From an optimization exercise on the open Yosys and OpenROAD flow, aimed at small area, a short achievable clock period and few clock cycles per item; shortcuts taken in it are not production practice.
The RTL was checked by simulation tests, not by an equivalence proof against the original design.

==> wip/violet: inputs <==
==> flow/design.v (excerpt) <==
module seqpolar(i_clk, i_reset, i_stb, i_xval, i_yval, i_aux, o_busy,
		o_done, o_mag, o_phase, o_aux);
	input	wire		i_clk, i_reset, i_stb;
	input	wire	[28:0]	i_xval, i_yval;
	input	wire		i_aux;
	output	wire		o_busy;
	output	reg		o_done;
	output	wire	[25:0]	o_mag;
	output	wire	[25:0]	o_phase;
	output	reg		o_aux;
	reg		busy;
	reg		rot;		 
	reg		k5;
	reg	[3:0]	sa;		 
	reg	[7:0]	sc;		 
	reg		kbig;		 
	reg	[33:0]	xv;		 
	reg	[39:1]	yn;		 
	reg	[35:1]	ph;		 
	wire	sx = i_xval[28], sy = i_yval[28];
	wire	[33:0]	ex = { {1{sx}}, i_xval, 4'b0 };
	wire	[39:1]	ey = { {7{sy}}, i_yval, 3'b0 };
	wire	[33:0]	ld_x = sx ? { {2{sx}}, i_xval, 3'b0 } : ex;
	wire	[35:1]	ld_p = { !sx, !(sx^sy), 33'h1c7c6e34f };
	wire		d = yn[39];			 
	wire	[35:0]	y0 = { yn[35:1], 1'b0 };
	wire	[35:0]	ya0 = ({36{sa[0]}} & y0) |
			({36{sa[1]}} & { {2{y0[35]}}, y0[35:2] }) |
			({36{sa[2]}} & { {4{y0[35]}}, y0[35:4] }) |
			({36{sa[3]}} & { {6{y0[35]}}, y0[35:6] });
	wire	[35:0]	yb0 = ({36{sc[0]}} & ya0) |
			({36{sc[1]}} & { {8{ya0[35]}}, ya0[35:8] }) |
			({36{sc[2]}} & { {16{ya0[35]}}, ya0[35:16] }) |
			({36{sc[3]}} & { {24{ya0[35]}}, ya0[35:24] }) |
			({36{sc[4]}} & { {32{ya0[35]}}, ya0[35:32] });
	wire	[33:0]	ysh = kbig ? {34{d}} : yb0[33:0];
	wire	[33:0]	xmask;
	assign	xmask[0] = !k5 & ((sc[0] & sa[0]));
	assign	xmask[1] = !k5 & ((sc[0] & |sa[1:0]));
	assign	xmask[2] = !k5 & ((sc[0] & |sa[2:0]));
	assign	xmask[3] = !k5 & ((sc[0] & |sa[3:0]));
	assign	xmask[4] = !k5 & (sc[0] | (sc[1] & sa[0]));
	assign	xmask[5] = !k5 & (sc[0] | (sc[1] & |sa[1:0]));
	assign	xmask[6] = !k5 & (sc[0] | (sc[1] & |sa[2:0]));
	assign	xmask[7] = !k5 & (sc[0] | (sc[1] & |sa[3:0]));
	assign	xmask[8] = !k5 & (|sc[1:0] | (sc[2] & sa[0]));
	assign	xmask[9] = !k5 & (|sc[1:0] | (sc[2] & |sa[1:0]));
	assign	xmask[10] = !k5 & (|sc[1:0] | (sc[2] & |sa[2:0]));
	assign	xmask[11] = !k5 & (|sc[1:0] | (sc[2] & |sa[3:0]));
  ...
Settings: LEC_CHECK=0, CAP_MARGIN=20, CORE_MARGIN=2, CORE_UTILIZATION=40, CTS_BUF_LIST=sky130_fd_sc_hd__clkbuf_8, SETUP_SLACK_MARGIN=2.7, SLEW_MARGIN=20; clock period 7.0 ns.
standard.sh (not shown) runs the stock make flow with config.mk's settings and CLKGATE_MAP_FILE= SYNTH_SCRIPT=/design/flow/synth_recipe.tcl, a recipe that flattens the netlist after the stock synthesis.
==> flow/flow/run.sh <==
#!/bin/bash
set -euo pipefail
export BUFFER_PORTS_ARGS="-buffer_cell sky130_fd_sc_hd__buf_1"
bash standard.sh > standard_flow.log 2>&1
==> inputs of wip/raven, as changes to wip/violet <==
==> flow/config.mk (replaced) <==
export PLATFORM = sky130hd
export DESIGN_NAME = seqpolar
export DESIGN_NICKNAME = seqpolar
export VERILOG_FILES = /design/flow/design.v
export SDC_FILE = /design/flow/constraint.sdc
export NUM_CORES = 4
export LEC_CHECK = 0
export CAP_MARGIN = 20
export CORE_MARGIN = 2
export CORE_UTILIZATION = 65
export CTS_BUF_LIST = sky130_fd_sc_hd__clkbuf_8
export SETUP_SLACK_MARGIN = 2.5
export SLEW_MARGIN = 20
==> inputs of wip/fjord, as changes to wip/violet <==
--- a/flow/design.v
+++ b/flow/design.v
@@ -8,13 +8,13 @@
 	output	reg		o_done;
 	output	wire	[25:0]	o_mag;
 	output	wire	[25:0]	o_phase;
 	output	reg		o_aux;
 	reg		busy;
 	reg		rot;		 
-	reg		k5;
+	reg	[5:0]	k;		 
 	reg	[3:0]	sa;		 
 	reg	[7:0]	sc;		 
 	reg		kbig;		 
 	reg	[33:0]	xv;		 
 	reg	[39:1]	yn;		 
 	reg	[35:1]	ph;		 
@@ -32,49 +32,15 @@
 	wire	[35:0]	yb0 = ({36{sc[0]}} & ya0) |
 			({36{sc[1]}} & { {8{ya0[35]}}, ya0[35:8] }) |
 			({36{sc[2]}} & { {16{ya0[35]}}, ya0[35:16] }) |
 			({36{sc[3]}} & { {24{ya0[35]}}, ya0[35:24] }) |
 			({36{sc[4]}} & { {32{ya0[35]}}, ya0[35:32] });
 	wire	[33:0]	ysh = kbig ? {34{d}} : yb0[33:0];
-	wire	[33:0]	xmask;
-	assign	xmask[0] = !k5 & ((sc[0] & sa[0]));
-	assign	xmask[1] = !k5 & ((sc[0] & |sa[1:0]));
-	assign	xmask[2] = !k5 & ((sc[0] & |sa[2:0]));
-	assign	xmask[3] = !k5 & ((sc[0] & |sa[3:0]));
-	assign	xmask[4] = !k5 & (sc[0] | (sc[1] & sa[0]));
-	assign	xmask[5] = !k5 & (sc[0] | (sc[1] & |sa[1:0]));
-	assign	xmask[6] = !k5 & (sc[0] | (sc[1] & |sa[2:0]));
-	assign	xmask[7] = !k5 & (sc[0] | (sc[1] & |sa[3:0]));
-	assign	xmask[8] = !k5 & (|sc[1:0] | (sc[2] & sa[0]));
-	assign	xmask[9] = !k5 & (|sc[1:0] | (sc[2] & |sa[1:0]));
-	assign	xmask[10] = !k5 & (|sc[1:0] | (sc[2] & |sa[2:0]));
-	assign	xmask[11] = !k5 & (|sc[1:0] | (sc[2] & |sa[3:0]));
-	assign	xmask[12] = !k5 & (|sc[2:0] | (sc[3] & sa[0]));
-	assign	xmask[13] = !k5 & (|sc[2:0] | (sc[3] & |sa[1:0]));
-	assign	xmask[14] = !k5 & (|sc[2:0] | (sc[3] & |sa[2:0]));
-	assign	xmask[15] = !k5 & (|sc[2:0] | (sc[3] & |sa[3:0]));
-	assign	xmask[16] = !k5 & (|sc[3:0] | (sc[4] & sa[0]));
-	assign	xmask[17] = !k5 & (|sc[3:0] | (sc[4] & |sa[1:0]));
-	assign	xmask[18] = !k5 & (|sc[3:0] | (sc[4] & |sa[2:0]));
-	assign	xmask[19] = !k5 & (|sc[3:0] | (sc[4] & |sa[3:0]));
-	assign	xmask[20] = !k5 & (|sc[4:0] | (sc[5] & sa[0]));
-	assign	xmask[21] = !k5 & (|sc[4:0] | (sc[5] & |sa[1:0]));
-	assign	xmask[22] = !k5 & (|sc[4:0] | (sc[5] & |sa[2:0]));
-	assign	xmask[23] = !k5 & (|sc[4:0] | (sc[5] & |sa[3:0]));
-	assign	xmask[24] = !k5 & (|sc[5:0] | (sc[6] & sa[0]));
-	assign	xmask[25] = !k5 & (|sc[5:0] | (sc[6] & |sa[1:0]));
-	assign	xmask[26] = !k5 & (|sc[5:0] | (sc[6] & |sa[2:0]));
-	assign	xmask[27] = !k5 & (|sc[5:0] | (sc[6] & |sa[3:0]));
-	assign	xmask[28] = !k5 & (|sc[6:0] | (sc[7] & sa[0]));
-	assign	xmask[29] = !k5 & (|sc[6:0] | (sc[7] & |sa[1:0]));
-	assign	xmask[30] = !k5 & (|sc[6:0] | (sc[7] & |sa[2:0]));
-	assign	xmask[31] = !k5 & (|sc[6:0] | (sc[7] & |sa[3:0]));
-	assign	xmask[32] = !k5 | sa[0];
-	assign	xmask[33] = !k5 | |sa[1:0];
+	wire	[33:0]	xmask = {34{1'b1}} << k;
 	wire	[33:0]	xm = xv & xmask;
-	wire		last = k5 & sa[1];		 
+	wire		last = (k == 6'd33);
 	wire	[9:0]	x34 = xv[9:0] + {9'b0, d};
 	wire		rnd = last && (x34[9] || (x34[7:0] != 8'd0));
 	wire	[33:0]	xop = (ysh ^ {34{d}}) | {25'b0, rnd, 8'b0};
 	wire	[33:0]	xa = xv & {34{!rot}};
 	wire	[33:0]	xn_s_a = xa;
 	wire	[33:0]	xn_s_b = xop;
@@ -442,45 +408,45 @@
 	wire ynn_s_g92 = ynn_s_g54 | (ynn_s_p54 & ynn_s_g86);
 	wire ynn_s_p92 = ynn_s_p54 & ynn_s_p86;
 	wire	[38:0]	ynn_s_c = {ynn_s_g92, ynn_s_g91, ynn_s_g90, ynn_s_g89, ynn_s_g88, ynn_s_g87, ynn_s_g86, ynn_s_g85, ynn_s_g84, ynn_s_g83, ynn_s_g82, ynn_s_g81, ynn_s_g80, ynn_s_g79, ynn_s_g78, ynn_s_g77, ynn_s_g76, ynn_s_g75, ynn_s_g74, ynn_s_g73, ynn_s_g72, ynn_s_g71, ynn_s_g62, ynn_s_g61, ynn_s_g60, ynn_s_g59, ynn_s_g58, ynn_s_g57, ynn_s_g56, ynn_s_g55, ynn_s_g40, ynn_s_g39, ynn_s_g38, ynn_s_g37, ynn_s_g20, ynn_s_g19, ynn_s_g0, ynn_s_g0c, ynn_s_ci};
 	wire	[38:0]	ynn_s = ynn_s_p ^ ynn_s_c;
 	wire	[38:0]	ynn = ynn_s;
 	wire	[34:0]	ang =
-		({35{!k5 & sc[0] & sa[1]}} & 35'h12e4051da) |
-		({35{!k5 & sc[0] & sa[2]}} & 35'h09fb385b5) |
-		({35{!k5 & sc[0] & sa[3]}} & 35'h051111d41) |
-		({35{!k5 & sc[1] & sa[0]}} & 35'h028b0d430) |
-		({35{!k5 & sc[1] & sa[1]}} & 35'h0145d7e15) |
-		({35{!k5 & sc[1] & sa[2]}} & 35'h00a2f61e5) |
-		({35{!k5 & sc[1] & sa[3]}} & 35'h00517c551) |
-		({35{!k5 & sc[2] & sa[0]}} & 35'h0028be534) |
-		({35{!k5 & sc[2] & sa[1]}} & 35'h00145f2eb) |
-		({35{!k5 & sc[2] & sa[2]}} & 35'h000a2f980) |
-		({35{!k5 & sc[2] & sa[3]}} & 35'h000517cc1) |
-		({35{!k5 & sc[3] & sa[0]}} & 35'h00028be60) |
-		({35{!k5 & sc[3] & sa[1]}} & 35'h000145f30) |
-		({35{!k5 & sc[3] & sa[2]}} & 35'h0000a2f98) |
-		({35{!k5 & sc[3] & sa[3]}} & 35'h0000517cc) |
-		({35{!k5 & sc[4] & sa[0]}} & 35'h000028be6) |
-		({35{!k5 & sc[4] & sa[1]}} & 35'h0000145f3) |
-		({35{!k5 & sc[4] & sa[2]}} & 35'h00000a2f9) |
-		({35{!k5 & sc[4] & sa[3]}} & 35'h00000517c) |
-		({35{!k5 & sc[5] & sa[0]}} & 35'h0000028be) |
-		({35{!k5 & sc[5] & sa[1]}} & 35'h00000145f) |
-		({35{!k5 & sc[5] & sa[2]}} & 35'h000000a2f) |
-		({35{!k5 & sc[5] & sa[3]}} & 35'h000000517) |
-		({35{!k5 & sc[6] & sa[0]}} & 35'h00000028b) |
-		({35{!k5 & sc[6] & sa[1]}} & 35'h000000145) |
-		({35{!k5 & sc[6] & sa[2]}} & 35'h0000000a2) |
-		({35{!k5 & sc[6] & sa[3]}} & 35'h000000051) |
-		({35{!k5 & sc[7] & sa[0]}} & 35'h000000028) |
-		({35{!k5 & sc[7] & sa[1]}} & 35'h000000014) |
-		({35{!k5 & sc[7] & sa[2]}} & 35'h00000000a) |
-		({35{!k5 & sc[7] & sa[3]}} & 35'h000000005) |
-		({35{k5 & sa[0]}} & 35'h000000002) |
-		({35{k5 & sa[1]}} & 35'h000000001);
+		({35{!k[5] & sc[0] & sa[1]}} & 35'h12e4051da) |
+		({35{!k[5] & sc[0] & sa[2]}} & 35'h09fb385b5) |
+		({35{!k[5] & sc[0] & sa[3]}} & 35'h051111d41) |
+		({35{!k[5] & sc[1] & sa[0]}} & 35'h028b0d430) |
+		({35{!k[5] & sc[1] & sa[1]}} & 35'h0145d7e15) |
+		({35{!k[5] & sc[1] & sa[2]}} & 35'h00a2f61e5) |
+		({35{!k[5] & sc[1] & sa[3]}} & 35'h00517c551) |
+		({35{!k[5] & sc[2] & sa[0]}} & 35'h0028be534) |
+		({35{!k[5] & sc[2] & sa[1]}} & 35'h00145f2eb) |
+		({35{!k[5] & sc[2] & sa[2]}} & 35'h000a2f980) |
+		({35{!k[5] & sc[2] & sa[3]}} & 35'h000517cc1) |
+		({35{!k[5] & sc[3] & sa[0]}} & 35'h00028be60) |
+		({35{!k[5] & sc[3] & sa[1]}} & 35'h000145f30) |
+		({35{!k[5] & sc[3] & sa[2]}} & 35'h0000a2f98) |
+		({35{!k[5] & sc[3] & sa[3]}} & 35'h0000517cc) |
+		({35{!k[5] & sc[4] & sa[0]}} & 35'h000028be6) |
+		({35{!k[5] & sc[4] & sa[1]}} & 35'h0000145f3) |
+		({35{!k[5] & sc[4] & sa[2]}} & 35'h00000a2f9) |
+		({35{!k[5] & sc[4] & sa[3]}} & 35'h00000517c) |
+		({35{!k[5] & sc[5] & sa[0]}} & 35'h0000028be) |
+		({35{!k[5] & sc[5] & sa[1]}} & 35'h00000145f) |
+		({35{!k[5] & sc[5] & sa[2]}} & 35'h000000a2f) |
+		({35{!k[5] & sc[5] & sa[3]}} & 35'h000000517) |
+		({35{!k[5] & sc[6] & sa[0]}} & 35'h00000028b) |
+		({35{!k[5] & sc[6] & sa[1]}} & 35'h000000145) |
+		({35{!k[5] & sc[6] & sa[2]}} & 35'h0000000a2) |
+		({35{!k[5] & sc[6] & sa[3]}} & 35'h000000051) |
+		({35{!k[5] & sc[7] & sa[0]}} & 35'h000000028) |
+		({35{!k[5] & sc[7] & sa[1]}} & 35'h000000014) |
+		({35{!k[5] & sc[7] & sa[2]}} & 35'h00000000a) |
+		({35{!k[5] & sc[7] & sa[3]}} & 35'h000000005) |
+		({35{k[5] & sa[0]}} & 35'h000000002) |
+		({35{k[5] & sa[1]}} & 35'h000000001);
 	wire	[34:0]	pn_s_a = ph;
 	wire	[34:0]	pn_s_b = (ang & {35{!d}});
 	wire	[34:0]	pn_s_p = pn_s_a ^ pn_s_b;
 	wire	[34:0]	pn_s_g = pn_s_a & pn_s_b;
 	wire	pn_s_ci = 1'b0;
 	wire pn_s_g0c = pn_s_g[0] | (pn_s_p[0] & pn_s_ci);
@@ -605,34 +571,32 @@
 	wire pn_s_g59 = pn_s_g[32] | (pn_s_p[32] & pn_s_g31);
 	wire pn_s_p59 = pn_s_p[32] & pn_s_p31;
 	wire	[34:0]	pn_s_c = {pn_s_g43, pn_s_g59, pn_s_g31, pn_s_g58, pn_s_g42, pn_s_g57, pn_s_g35, pn_s_g56, pn_s_g41, pn_s_g55, pn_s_g32, pn_s_g54, pn_s_g40, pn_s_g53, pn_s_g34, pn_s_g52, pn_s_g39, pn_s_g51, pn_s_g29, pn_s_g50, pn_s_g38, pn_s_g49, pn_s_g33, pn_s_g48, pn_s_g37, pn_s_g47, pn_s_g25, pn_s_g46, pn_s_g36, pn_s_g45, pn_s_g17, pn_s_g44, pn_s_g0, pn_s_g0c, pn_s_ci};
 	wire	[34:0]	pn_s = pn_s_p ^ pn_s_c;
 	wire	[35:1]	pn = pn_s;
 	wire	load = i_stb && !busy;
-	wire	[3:0]	san = rot ? sa : { sa[2:0], sa[3] };
-	wire	[7:0]	scn = (rot || !sa[3]) ? sc : { sc[6:0], sc[7] };
-	wire		k5n = k5 || (!rot && sa[3] && sc[7]);
+	wire	[5:0]	knext = k + {5'd0, !rot};
 	always @(posedge i_clk)
 	begin
 		if (load) begin
 			xv <= ld_x;
 			yn <= ey;
 			rot <= sx;
 			ph <= ld_p;
-			k5 <= 1'b0;
+			k  <= 6'd0;
 			sa <= 4'b0001;
 			sc <= 8'b00000001;
 			kbig <= 1'b0;
 		end else begin
 			xv <= xn;
 			yn <= ynn;
 			ph <= pn;
-			k5 <= k5n;
-			sa <= san;
-			sc <= scn;
-			kbig <= k5n || (|scn[7:5]) || (scn[4] && (san[2] || san[3]));
+			k  <= knext;
+			sa <= 4'b0001 << knext[1:0];
+			sc <= 8'b00000001 << knext[4:2];
+			kbig <= knext >= 6'd18;
 			rot <= 1'b0;
 		end
 	end
 	always @(posedge i_clk)
 	if (load)
 		o_aux <= i_aux;
--- a/flow/config.mk
+++ b/flow/config.mk
@@ -6,8 +6,8 @@
 export NUM_CORES = 4
 export LEC_CHECK = 0
 export CAP_MARGIN = 20
 export CORE_MARGIN = 2
 export CORE_UTILIZATION = 40
 export CTS_BUF_LIST = sky130_fd_sc_hd__clkbuf_8
-export SETUP_SLACK_MARGIN = 2.7
+export SETUP_SLACK_MARGIN = 2.5
 export SLEW_MARGIN = 20
==> inputs of wip/onyx, as changes to wip/violet <==
--- a/flow/config.mk
+++ b/flow/config.mk
@@ -6,8 +6,8 @@
 export NUM_CORES = 4
 export LEC_CHECK = 0
 export CAP_MARGIN = 20
 export CORE_MARGIN = 2
 export CORE_UTILIZATION = 40
 export CTS_BUF_LIST = sky130_fd_sc_hd__clkbuf_8
-export SETUP_SLACK_MARGIN = 2.7
+export SETUP_SLACK_MARGIN = 2.5
 export SLEW_MARGIN = 20
==> qor summary <==
|  | wip/fjord | wip/raven | wip/onyx | wip/violet |
|---|---|---|---|---|
| Result of the run | no timing/DRC/antenna violations | no timing/DRC/antenna violations | no timing/DRC/antenna violations | no timing/DRC/antenna violations |
| Terminating pin of the worst hold path | o_done | o_done | o_done | sc[1] |
| Initial antenna violation count | 0 | 1 | 0 | 0 |
| Fmax achieved | 0.221 GHz | 0.228 GHz | 0.226 GHz | 0.233 GHz |
| Total global-route track usage | 0.241 | 0.380 | 0.247 | 0.254 |
| Number of instances in the synthesized netlist | 1605 | 1626 | 1626 | 1626 |
| Die Height | 180 um | 143 um | 181 um | 181 um |
| Portion of synthesized cell area occupied by the leading cell type | 0.209 | 0.199 | 0.199 | 0.199 |
| Row count | 64 | 50 | 64 | 64 |
| Count of routing violations after the opening detailed-route iteration | 968 | 1721 | 1450 | 1196 |
| Post-CTS Repair Setup Buffers | 15 | 7 | 6 | 36 |
| Data arrival time of the worst path | 4870 ps | 4740 ps | 4770 ps | 4680 ps |
| Post-synthesis share of cell area spent on full adders, half adders and majority gates | 0.150 | 0.147 | 0.147 | 0.147 |
Testbench counts of wip/violet, summed over its fixed seeds: cycles 18,182, items 512.
Testbench counts of wip/raven, summed over its fixed seeds: cycles 18,182, items 512.
Testbench counts of wip/fjord, summed over its fixed seeds: cycles 18,182, items 512.
Testbench counts of wip/onyx, summed over its fixed seeds: cycles 18,182, items 512.

-- static timing again, ports no longer ideal --
No port has a modelled driver above. Below, the same layouts with a new extraction and two added sets of constraints. Step 1: set_driving_cell puts a clkbuf_16 on i_clk and a buf_2 on each other input, an assumption about the parent block. Step 2 times the ports against the registers' clock, not the clock port: input delays grow and output delays shrink by t, the midpoint of the rising clock arrivals with the driver on. Slacks: ideal / step 1 / step 2; pairs: ideal / step 1.
run | shift t [ns] | setup WS [ns] | pins driven straight from the clock port
wip/violet | 0.524 | 2.699 / 2.699 / 2.699 | 1
wip/raven | 0.518 | 2.615 / 2.615 / 2.615 | 1
wip/fjord | 0.522 | 2.480 / 2.480 / 2.480 | 1
wip/onyx | 0.530 | 2.576 / 2.576 / 2.576 | 1
After both steps every run listed still meets setup and hold.
